This design comes from an exercise in tuning for small area on the open sky130 flow, not from production work.
The RTL was checked by simulation tests, not by an equivalence proof against the original design.
The clock port is modelled as an ideal driver; clocking choices that lean on that would not hold on a real chip.
Power and IR drop assume default switching activity.

cedar:
==> flow/design.v <==
module OnBoard(LEDR, HEX3, HEX2, HEX1, HEX0, SW, KEY, CLOCK_50);
	input [7:0] SW;
	input [2:0] KEY;
	input CLOCK_50;
	output [9:0] LEDR;
	output [6:0] HEX3, HEX2, HEX1, HEX0;
	localparam [3:0] RST=4'd3, SS=4'd7, SM=4'd5, SMIN=4'd6, MR0=4'd9, MR1=4'd11,
		RDY=4'd12, RT=4'd4, TMR=4'd14, TR=4'd15, FL=4'd13;
	localparam [6:0] INV = 7'b0101010, RV = 7'b0000011;
	wire k = KEY[0];
	reg [6:0] q;
	wire [6:0] s = q ^ INV;
	wire fb = ((s[0] & ~s[4]) ^ s[1]) ^ s[6];
	always @(posedge CLOCK_50)
		q <= INV ^ (k ? {s[5:0], fb} : RV);
	wire tick = ~s[0] & s[1] & s[2] & ~s[3] & ~s[6];
	wire tickL = ~s[0] & s[1] & ~s[3] & ~s[5] & ~s[6];
	reg [3:0] st;
	reg [3:0] d0, d2, d3;
	reg [2:0] d1;
	reg [3:0] o0, o2;
	reg [2:0] o1, o3;
	reg led;
	wire z0 = ~(d0[0] | d0[1] | d0[2] | d0[3]);
	wire b1 = z0 & ~(d1[0] | d1[1] | d1[2]);
	wire b2 = b1 & ~(d2[0] | d2[1] | d2[2] | d2[3]);
	wire zero = b2 & ~(d3[0] | d3[1] | d3[2] | d3[3]);
	always @(posedge CLOCK_50) begin
		case (st)
			SS: if (~KEY[1]) st <= SM;
			SM: if (KEY[1]) st <= SMIN;
			SMIN: if (~KEY[1]) st <= MR0;
			MR0: st <= KEY[1] ? RDY : MR1;
			MR1: if (KEY[1]) st <= RDY;
			RDY: if (~KEY[2]) st <= RT;
			RT: if (KEY[2]) st <= TMR;
			TMR: if (~KEY[2]) st <= TR; else if (zero) st <= FL;
			TR: if (KEY[2]) st <= RDY;
			FL: ;
			default: st <= SS;
		endcase
		if (!KEY[0]) st <= RST;
	end
	wire sRST = (st == RST);
	wire sSEC = (st == SS) | (st == SM);
	wire sMIN = (st == SMIN);
	wire sMR0 = (st == MR0);
	wire sMR1 = (st == MR1);
	wire sTMR = (st == TMR);
	wire sFL = (st == FL);
	wire sset = sSEC | sMIN;
	wire gt5 = SW[7] | (SW[6] & SW[5]);
	wire gt9 = SW[3] & (SW[2] | SW[1]);
	wire [2:0] cts = {3{sset}} & {SW[6] | gt5, SW[5] & ~gt5, SW[4] | gt5};
	wire [3:0] cos = {4{sset}} & {SW[3], SW[2] & ~SW[3], SW[1] & ~SW[3], SW[0] | gt9};
	wire oen = (tick & ~sMR1) | sMR0;
	always @(posedge CLOCK_50)
		if (oen) begin
			o3 <= d3[2:0]; o2 <= d2; o1 <= d1; o0 <= d0;
		end
	wire ldo = (sMR0 & ~tick) | (sMR1 & tick);
	wire tdec = sTMR & tick;
	wire ldc0 = sRST | sSEC;
	wire ldc2 = sRST | sMIN;
	wire ln0 = tdec;
	wire ln1 = tdec & z0;
	wire ln2 = tdec & b1;
	wire ln3 = tdec & b2;
	wire h0 = ~(ldo | ln0 | ldc0);
	wire h1 = ~(ldo | ln1 | ldc0);
	wire h2 = ~(ldo | ln2 | ldc2);
	wire h3 = ~(ldo | ln3 | ldc2);
	wire [3:0] n0 = {d0[0] ? d0[3] : ~(d0[1] | d0[2] | d0[3]),
	                 d0[0] ? d0[2] : ((d0[2] & d0[1]) | d0[3]),
	                 d0[0] ? d0[1] : (~d0[1] & (d0[2] | d0[3])),
	                 ~d0[0]};
	wire [2:0] n1 = {d1[0] ? d1[2] : ~(d1[1] | d1[2]),
	                 d1[0] ? d1[1] : d1[2],
	                 ~d1[0]};
	wire [3:0] n2 = {d2[0] ? d2[3] : ~(d2[1] | d2[2] | d2[3]),
	                 d2[0] ? d2[2] : ((d2[2] & d2[1]) | d2[3]),
	                 d2[0] ? d2[1] : (~d2[1] & (d2[2] | d2[3])),
	                 ~d2[0]};
	wire [3:0] n3 = {d3[3] ^ ~(d3[2] | d3[1] | d3[0]),
	                 d3[2] ^ ~(d3[1] | d3[0]),
	                 d3[1] ^ ~d3[0],
	                 ~d3[0]};
	always @(posedge CLOCK_50) begin
		d0 <= ({4{h0}} & d0) | ({4{ldo}} & o0) | ({4{ln0}} & n0) | ({4{ldc0}} & cos);
		d1 <= ({3{h1}} & d1) | ({3{ldo}} & o1) | ({3{ln1}} & n1) | ({3{ldc0}} & cts);
		d2 <= ({4{h2}} & d2) | ({4{ldo}} & o2) | ({4{ln2}} & n2) | ({4{ldc2}} & cos);
		d3 <= ({4{h3}} & d3) | ({4{ldo}} & {1'b0, o3}) | ({4{ln3}} & n3) | ({4{ldc2}} & {1'b0, cts});
	end
	always @(posedge CLOCK_50)
		led <= (tickL & sFL & ~led) | (~tickL & led);
	assign LEDR = {10{led}};
	assign HEX3 = seg16(d3);
	assign HEX2 = seg10(d2);
	assign HEX1 = seg6(d1);
	assign HEX0 = seg10(d0);
	function [6:0] seg16(input [3:0] n);
		seg16 =
			n == 4'd0 ? 7'b1000000 :
			n == 4'd1 ? 7'b1111001 :
			n == 4'd2 ? 7'b0100100 :
			n == 4'd3 ? 7'b0110000 :
			n == 4'd4 ? 7'b0011001 :
			n == 4'd5 ? 7'b0010010 :
			n == 4'd6 ? 7'b0000010 :
			n == 4'd7 ? 7'b1111000 :
			n == 4'd8 ? 7'b0000000 :
			n == 4'd9 ? 7'b0010000 :
			n == 4'd10 ? 7'b0010000 :
			n == 4'd11 ? 7'b0010000 :
			n == 4'd12 ? 7'b0010000 :
			n == 4'd13 ? 7'b0010000 :
			n == 4'd14 ? 7'b0010000 :
			7'b0010000;
	endfunction
	function [6:0] seg10(input [3:0] n);
		seg10 =
			n == 4'd0 ? 7'b1000000 :
			n == 4'd1 ? 7'b1111001 :
			n == 4'd2 ? 7'b0100100 :
			n == 4'd3 ? 7'b0110000 :
			n == 4'd4 ? 7'b0011001 :
			n == 4'd5 ? 7'b0010010 :
			n == 4'd6 ? 7'b0000010 :
			n == 4'd7 ? 7'b1111000 :
			n == 4'd8 ? 7'b0000000 :
			n == 4'd9 ? 7'b0010000 :
			n == 4'd10 ? 7'b0010000 :
			n == 4'd11 ? 7'b0010000 :
			n == 4'd12 ? 7'b0010000 :
			n == 4'd13 ? 7'b0010000 :
			n == 4'd14 ? 7'b0010000 :
			7'b0010000;
	endfunction
	function [6:0] seg6(input [2:0] n);
		seg6 =
			n == 3'd0 ? 7'b1000000 :
			n == 3'd1 ? 7'b1111001 :
			n == 3'd2 ? 7'b0100100 :
			n == 3'd3 ? 7'b0110000 :
			n == 3'd4 ? 7'b0011001 :
			n == 3'd5 ? 7'b0010010 :
			n == 3'd6 ? 7'b0010000 :
			7'b0010000;
	endfunction
endmodule
Settings: LEC_CHECK=0, ABC_AREA=1, CAP_MARGIN=20, CORE_MARGIN=2, CORE_UTILIZATION=40, SLEW_MARGIN=20; clock period 25.0 ns.
standard.sh (not shown) runs the stock make flow with config.mk's settings and CLKGATE_MAP_FILE= SYNTH_SCRIPT=/design/flow/synth_recipe.tcl, a recipe that flattens the netlist after the stock synthesis.
==> flow/flow/run.sh <==
#!/bin/bash
# Own layout flow: the standard ORFS flow (standard.sh) with these changes:
# - synthesis: flow/synth.tcl (synth_recipe.tcl with a stronger area script for abc and no adder extraction),
# - one buf_1 per input/output port instead of the default port buffer,
# - combinational cells downsized to their smallest drive after floorplan (timing is loose),
# - CTS with small clock buffers and no dummy loads; buffers driving 11+ sinks are upsized.
# Each step's full output goes to a log file in this folder; ORFS's own logs are under orfs/logs.
set -euo pipefail
HERE=$(pwd)
export FLOW_SYNTH_TCL="$HERE/synth_recipe.tcl"
export OWN_ABC_SCRIPT="$HERE/flow/abc_own.script"
export BUFFER_PORTS_ARGS="-buffer_cell sky130_fd_sc_hd__buf_1"
export POST_FLOORPLAN_TCL="$HERE/flow/downsize.tcl"
export POST_CTS_TCL="$HERE/flow/post_cts.tcl"
export CTS_ARGS="-sink_clustering_enable -repair_clock_nets -buf_list sky130_fd_sc_hd__clkbuf_4 -dont_use_dummy_load"
sed "s#SYNTH_SCRIPT=[^ ]*#SYNTH_SCRIPT=$HERE/flow/synth.tcl#" standard.sh > "$HERE/own.sh"
grep -q "SYNTH_SCRIPT=$HERE/flow/synth.tcl" "$HERE/own.sh"
bash "$HERE/own.sh" synth > "$HERE/log_synth.txt" 2>&1
bash "$HERE/own.sh" finish > "$HERE/log_layout.txt" 2>&1
Other scripts of this flow, unchanged in this note and not shown: flow/flow/abc_own.script, flow/flow/downsize.tcl, flow/flow/post_cts.tcl, flow/flow/synth.tcl
The inputs of pine differ from those of cedar as listed below.
--- a/flow/design.v
+++ b/flow/design.v
@@ -2,12 +2,12 @@
 	input [7:0] SW;
 	input [2:0] KEY;
 	input CLOCK_50;
 	output [9:0] LEDR;
 	output [6:0] HEX3, HEX2, HEX1, HEX0;
-	localparam [3:0] RST=4'd3, SS=4'd7, SM=4'd5, SMIN=4'd6, MR0=4'd9, MR1=4'd11,
-		RDY=4'd12, RT=4'd4, TMR=4'd14, TR=4'd15, FL=4'd13;
+	localparam [3:0] RST=4'd3, SS=4'd7, SM=4'd5, SMIN=4'd6, MR0=4'd15, MR1=4'd11,
+		RDY=4'd12, RT=4'd4, TMR=4'd14, TR=4'd9, FL=4'd13;
 	localparam [6:0] INV = 7'b0101010, RV = 7'b0000011;
 	wire k = KEY[0];
 	reg [6:0] q;
 	wire [6:0] s = q ^ INV;
 	wire fb = ((s[0] & ~s[4]) ^ s[1]) ^ s[6];
==> notes.md <==
All of pine and cedar finish clean. Looking only at maximum frequency, and setting everything else aside, the lower value of pine and cedar goes to pine. Per the comparison of pine with cedar, combinational gate power shrank by about 27%; clock-pin slew reported for the worst setup and hold paths after clock tree synthesis went up. Going from cedar to pine, the horizontal die dimension was found to have gone up by 0.37 um. Diff cedar..pine | count of standard-cell rows | unchanged. For cedar, the layer with the highest usage after global routing was met2, unlike pine, where it was met1. Against cedar, pine comes in about 2% lower on number of signal-net buffers in the layout. Compared to cedar, pine has cell area after synthesis 1.1% higher. Cell area | pine vs cedar | pine larger. The higher routed length on met3 of pine and cedar is in cedar.

==> static timing again, ports no longer ideal <==
The results above use ideal ports. As a check the final layouts listed here were re-extracted and re-timed, cells and wires unchanged. Step 1: set_driving_cell puts a clkbuf_16 on CLOCK_50 and a buf_2 on each other input, an assumption about the parent block. Step 2 times the ports against the registers' clock, not the clock port: input delays grow and output delays shrink by t, the midpoint of the rising clock arrivals with the driver on. a / b / c = ideal ports / drivers / drivers and shift; a / b = the first two.
run | t, ns | setup WS [ns] | worst hold slack (ns) | latest minus earliest clock arrival (ns)
cedar | 0.354 | 18.233 / 18.209 / 18.564 | 0.387 / 0.387 / 0.387 | 0.021 / 0.021
pine | 0.351 | 18.098 / 18.073 / 18.423 | 0.384 / 0.384 / 0.384 | 0.041 / 0.041
After both steps setup and hold are still met in every run listed.
